What follows belongs to an exercise in optimizing a design on an open flow for small area and a short achievable clock period; a production flow would make more cautious choices. Function was checked by simulation only, so behaviour that the tests miss may differ from the original. The clock port is modelled as an ideal driver; clocking choices that lean on that would not hold on a real chip.

Setup of run 1:
## MultiTop
module MultiTop(
    input             clk,
    input      [31:0] a,
    input      [31:0] b,
    output reg [31:0] prod
);
Size: ~1100 cells after synthesis, about 96 flip-flops, ~97 I/O pins, about 0.012 mm^2 of cells after synthesis.
Settings: LEC_CHECK=0, CAP_MARGIN=20, CORE_MARGIN=2, CORE_UTILIZATION=40, SLEW_MARGIN=72, SYNTH_HIERARCHICAL=1, SYNTH_MINIMUM_KEEP_SIZE=0; clock period 17.0 ns.
standard.sh (not shown) runs the stock make flow with config.mk's settings and CLKGATE_MAP_FILE= SYNTH_SCRIPT=/design/flow/synth_recipe.tcl, a recipe that flattens the netlist after the stock synthesis.
==> flow/flow/run.sh <==
#!/bin/bash
set -euo pipefail
SKEW_CELLS="sky130_fd_sc_hd__clkdlybuf4s15_1" \
  bash standard.sh BUFFER_PORTS_ARGS="-buffer_cell sky130_fd_sc_hd__buf_1" PRE_CTS_TCL="$(pwd)/flow/skew.tcl" CTS_ARGS="-sink_clustering_enable -repair_clock_nets -delay_buffer_derate 0 -no_insertion_delay" finish > standard.log 2>&1
==> flow/flow/skew.tcl <==
set block [ord::get_db_block]
set db [ord::get_db]
set clk [$block findNet clk]
set cells [split $::env(SKEW_CELLS) ","]
set flops {}
set sx 0.0
set sy 0.0
foreach i [$block getInsts] {
  if {[string match "prod*" [$i getName]] && [string match "sky130_fd_sc_hd__df*" [[$i getMaster] getName]]} {
    lappend flops $i
    set bb [$i getBBox]
    set sx [expr {$sx + [$bb xMin]}]
    set sy [expr {$sy + [$bb yMin]}]
  }
}
set nf [llength $flops]
puts "skew: $nf product registers"
if {$nf != 32} { error "skew: expected 32 product registers, found $nf" }
set cx [expr {int($sx / $nf)}]
set cy [expr {int($sy / $nf)}]
set prev $clk
set k 0
foreach c $cells {
  set m [$db findMaster $c]
  if {$m eq "NULL" || $m eq ""} { error "skew: no master $c" }
  set inst [odb::dbInst_create $block $m skew_dly_$k]
  set net [odb::dbNet_create $block clk_prod_$k]
  $net setSigType CLOCK
  [$inst findITerm A] connect $prev
  [$inst findITerm X] connect $net
  $inst setLocation $cx $cy
  $inst setPlacementStatus PLACED
  set prev $net
  incr k
}
foreach i $flops {
  set it [$i findITerm CLK]
  $it disconnect
  $it connect $prev
}
puts "skew: product registers now clocked from [$prev getName] through $k cells"
detailed_placement
### run 1 -> run 2
==> flow/flow/run.sh <==
#!/bin/bash
set -euo pipefail
SKEW_CELLS="sky130_fd_sc_hd__clkdlybuf4s50_1" \
  bash standard.sh BUFFER_PORTS_ARGS="-buffer_cell sky130_fd_sc_hd__buf_1" PRE_CTS_TCL="$(pwd)/flow/skew.tcl" finish > standard.log 2>&1
diff --git a/flow/flow/skew.tcl b/flow/flow/skew.tcl
--- a/flow/flow/skew.tcl
+++ b/flow/flow/skew.tcl
@@ -9 +9 @@
-  if {[string match "prod*" [$i getName]] && [string match "sky130_fd_sc_hd__df*" [[$i getMaster] getName]]} {
+  if {[string match {prod\[*} [$i getName]]} {
## What came out
Among run 2 and run 1, a clean, completed layout was produced by run 1 alone.
Run 2 never completed, since it errored out during clock tree synthesis.
Placed cell count across run 2 and run 1: no real change.
Delta (run 2 minus run 1): share of async-settable or async-resettable flops after synthesis was more or less identical, final weighted congestion in routability-driven placement was more or less identical.
Number of enable-type register cells in the synthesized netlist: run 1 vs run 2 identical
Row count came out exactly the same in run 2 and run 1.
Initial core utilization came out exactly the same in run 2 and run 1.
As far as worst slack after detailed placement goes, run 1 and run 2 are indistinguishable; the numbers are identical.
Comparing run 2 against run 1, there is no change at all in count of port buffers added during placement.
As far as fraction of synthesized cell area in xor and xnor cells goes, run 2 and run 1 are indistinguishable; the numbers are identical.
The following lists how run 3 was set up differently from run 2:
==> flow/flow/run.sh <==
#!/bin/bash
set -euo pipefail
SKEW_CELLS="sky130_fd_sc_hd__clkdlybuf4s50_1" \
  bash standard.sh BUFFER_PORTS_ARGS="-buffer_cell sky130_fd_sc_hd__buf_1" PRE_CTS_TCL="$(pwd)/flow/skew.tcl" CTS_ARGS="-sink_clustering_enable -repair_clock_nets -delay_buffer_derate 0 -no_insertion_delay" finish > standard.log 2>&1
diff --git a/flow/flow/skew.tcl b/flow/flow/skew.tcl
--- a/flow/flow/skew.tcl
+++ b/flow/flow/skew.tcl
@@ -9 +9 @@
-  if {[string match {prod\[*} [$i getName]]} {
+  if {[string match "prod*" [$i getName]] && [string match "sky130_fd_sc_hd__df*" [[$i getMaster] getName]]} {
Results
Run 3: no failed stages, no open violations at the end. Between run 3 and run 2, the xor and xnor area share after synthesis figures differ only marginally. Number of standard cells after synthesis: run 3 vs run 2 identical. Number of enable flip-flop cells after synthesis came out exactly the same in run 2 and run 3.
What run 4 does differently from run 3 at the input level:
- SLEW_MARGIN now 75, was 72
- CORE_UTILIZATION now 35, was 40
==> flow/flow/run.sh <==
#!/bin/bash
# The standard layout (the standard.sh, standard synthesis included), except that the
# buffers buffer_ports puts on every input and output port are buf_1 cells rather than the
# clkdlybuf4s50_1 delay cells it picks by default. The make output goes to standard.log;
# ORFS keeps each step's own log under orfs/logs/.
set -euo pipefail
bash standard.sh BUFFER_PORTS_ARGS="-buffer_cell sky130_fd_sc_hd__buf_1" finish > standard.log 2>&1
removed: flow/flow/skew.tcl
Notes after the runs:
Any difference in area of all placed cells without fillers between run 4 and run 3 is small enough to ignore. Per the comparison of run 4 with run 3, post-DP HPWL went up about 4%, sum of routed wire length over all layers went down about 0.5%, highest achievable clock rate went down about 7%. Compared with run 3, number of global-route vias before repair in run 4 increased slightly.
For run 5, these inputs were changed with respect to run 4:
- CORE_UTILIZATION changed from 35 to 40
- CTS_BUF_LIST newly set to sky130_fd_sc_hd__clkbuf_8
- SLEW_MARGIN changed from 75 to 72
==> flow/flow/run.sh <==
#!/bin/bash
set -euo pipefail
SKEW_CELLS="sky130_fd_sc_hd__clkdlybuf4s15_1" \
  bash standard.sh BUFFER_PORTS_ARGS="-buffer_cell sky130_fd_sc_hd__buf_1" PRE_CTS_TCL="$(pwd)/flow/skew.tcl" CTS_ARGS="-sink_clustering_enable -repair_clock_nets -delay_buffer_derate 0 -no_insertion_delay" finish > standard.log 2>&1
==> flow/flow/skew.tcl (new file) <==
set block [ord::get_db_block]
set db [ord::get_db]
set clk [$block findNet clk]
set cells [split $::env(SKEW_CELLS) ","]
set flops {}
set sx 0.0
set sy 0.0
foreach i [$block getInsts] {
  if {[string match "prod*" [$i getName]] && [string match "sky130_fd_sc_hd__df*" [[$i getMaster] getName]]} {
    lappend flops $i
    set bb [$i getBBox]
    set sx [expr {$sx + [$bb xMin]}]
    set sy [expr {$sy + [$bb yMin]}]
  }
}
set nf [llength $flops]
puts "skew: $nf product registers"
if {$nf != 32} { error "skew: expected 32 product registers, found $nf" }
set cx [expr {int($sx / $nf)}]
set cy [expr {int($sy / $nf)}]
set prev $clk
set k 0
foreach c $cells {
  set m [$db findMaster $c]
  if {$m eq "NULL" || $m eq ""} { error "skew: no master $c" }
  set inst [odb::dbInst_create $block $m skew_dly_$k]
  set net [odb::dbNet_create $block clk_prod_$k]
  $net setSigType CLOCK
  [$inst findITerm A] connect $prev
  [$inst findITerm X] connect $net
  $inst setLocation $cx $cy
  $inst setPlacementStatus PLACED
  set prev $net
  incr k
}
foreach i $flops {
  set it [$i findITerm CLK]
  $it disconnect
  $it connect $prev
}
puts "skew: product registers now clocked from [$prev getName] through $k cells"
detailed_placement
[summary]
Against run 4, run 5 comes in 0.17 points higher on area added between synthesis and finish. Higher die outline area was reported by run 4, not run 5. Run 4 -> run 5: synthesized area delta 0, exact match. Run 5 against run 4; first-iteration DRC count is up by more than 10%. Shortest period the worst path allows: run 4 and run 5 compared, lower one is run 5.

port drivers added, routing unchanged:
The results above use ideal ports. As a check the final layouts listed here were re-extracted and re-timed, cells and wires unchanged.
Step 1 assumes that a clkbuf_16 drives the clock port and a buf_2 every other input.
Step 2, shift: input delay + t, output delay - t, t = (earliest + latest rising clock arrival at the registers) / 2. This alone moves slack from input paths to output paths.
Three values: no drivers, after step 1, after step 2; two values: the first two.
run | t (ns) | setup WS [ns] | worst setup path after step 2 | latest minus earliest clock arrival (ns) | cell pins on the clock port's net
run 1 | 0.706 | 12.136 / 12.113 / 12.136 | register to register | 0.626 / 0.626 | 1
run 3 | 0.855 | 11.865 / 11.815 / 12.432 | register to register | 0.927 / 0.927 | 1
run 4 | 0.427 | 11.482 / 11.482 / 11.482 | register to register | 0.014 / 0.014 | 1
run 5 | 0.706 | 12.136 / 12.113 / 12.136 | register to register | 0.626 / 0.626 | 1
In run 1, run 3 and run 5 the clock reaches the registers at very different times; t lies between them, and the last value is a rough guide only.
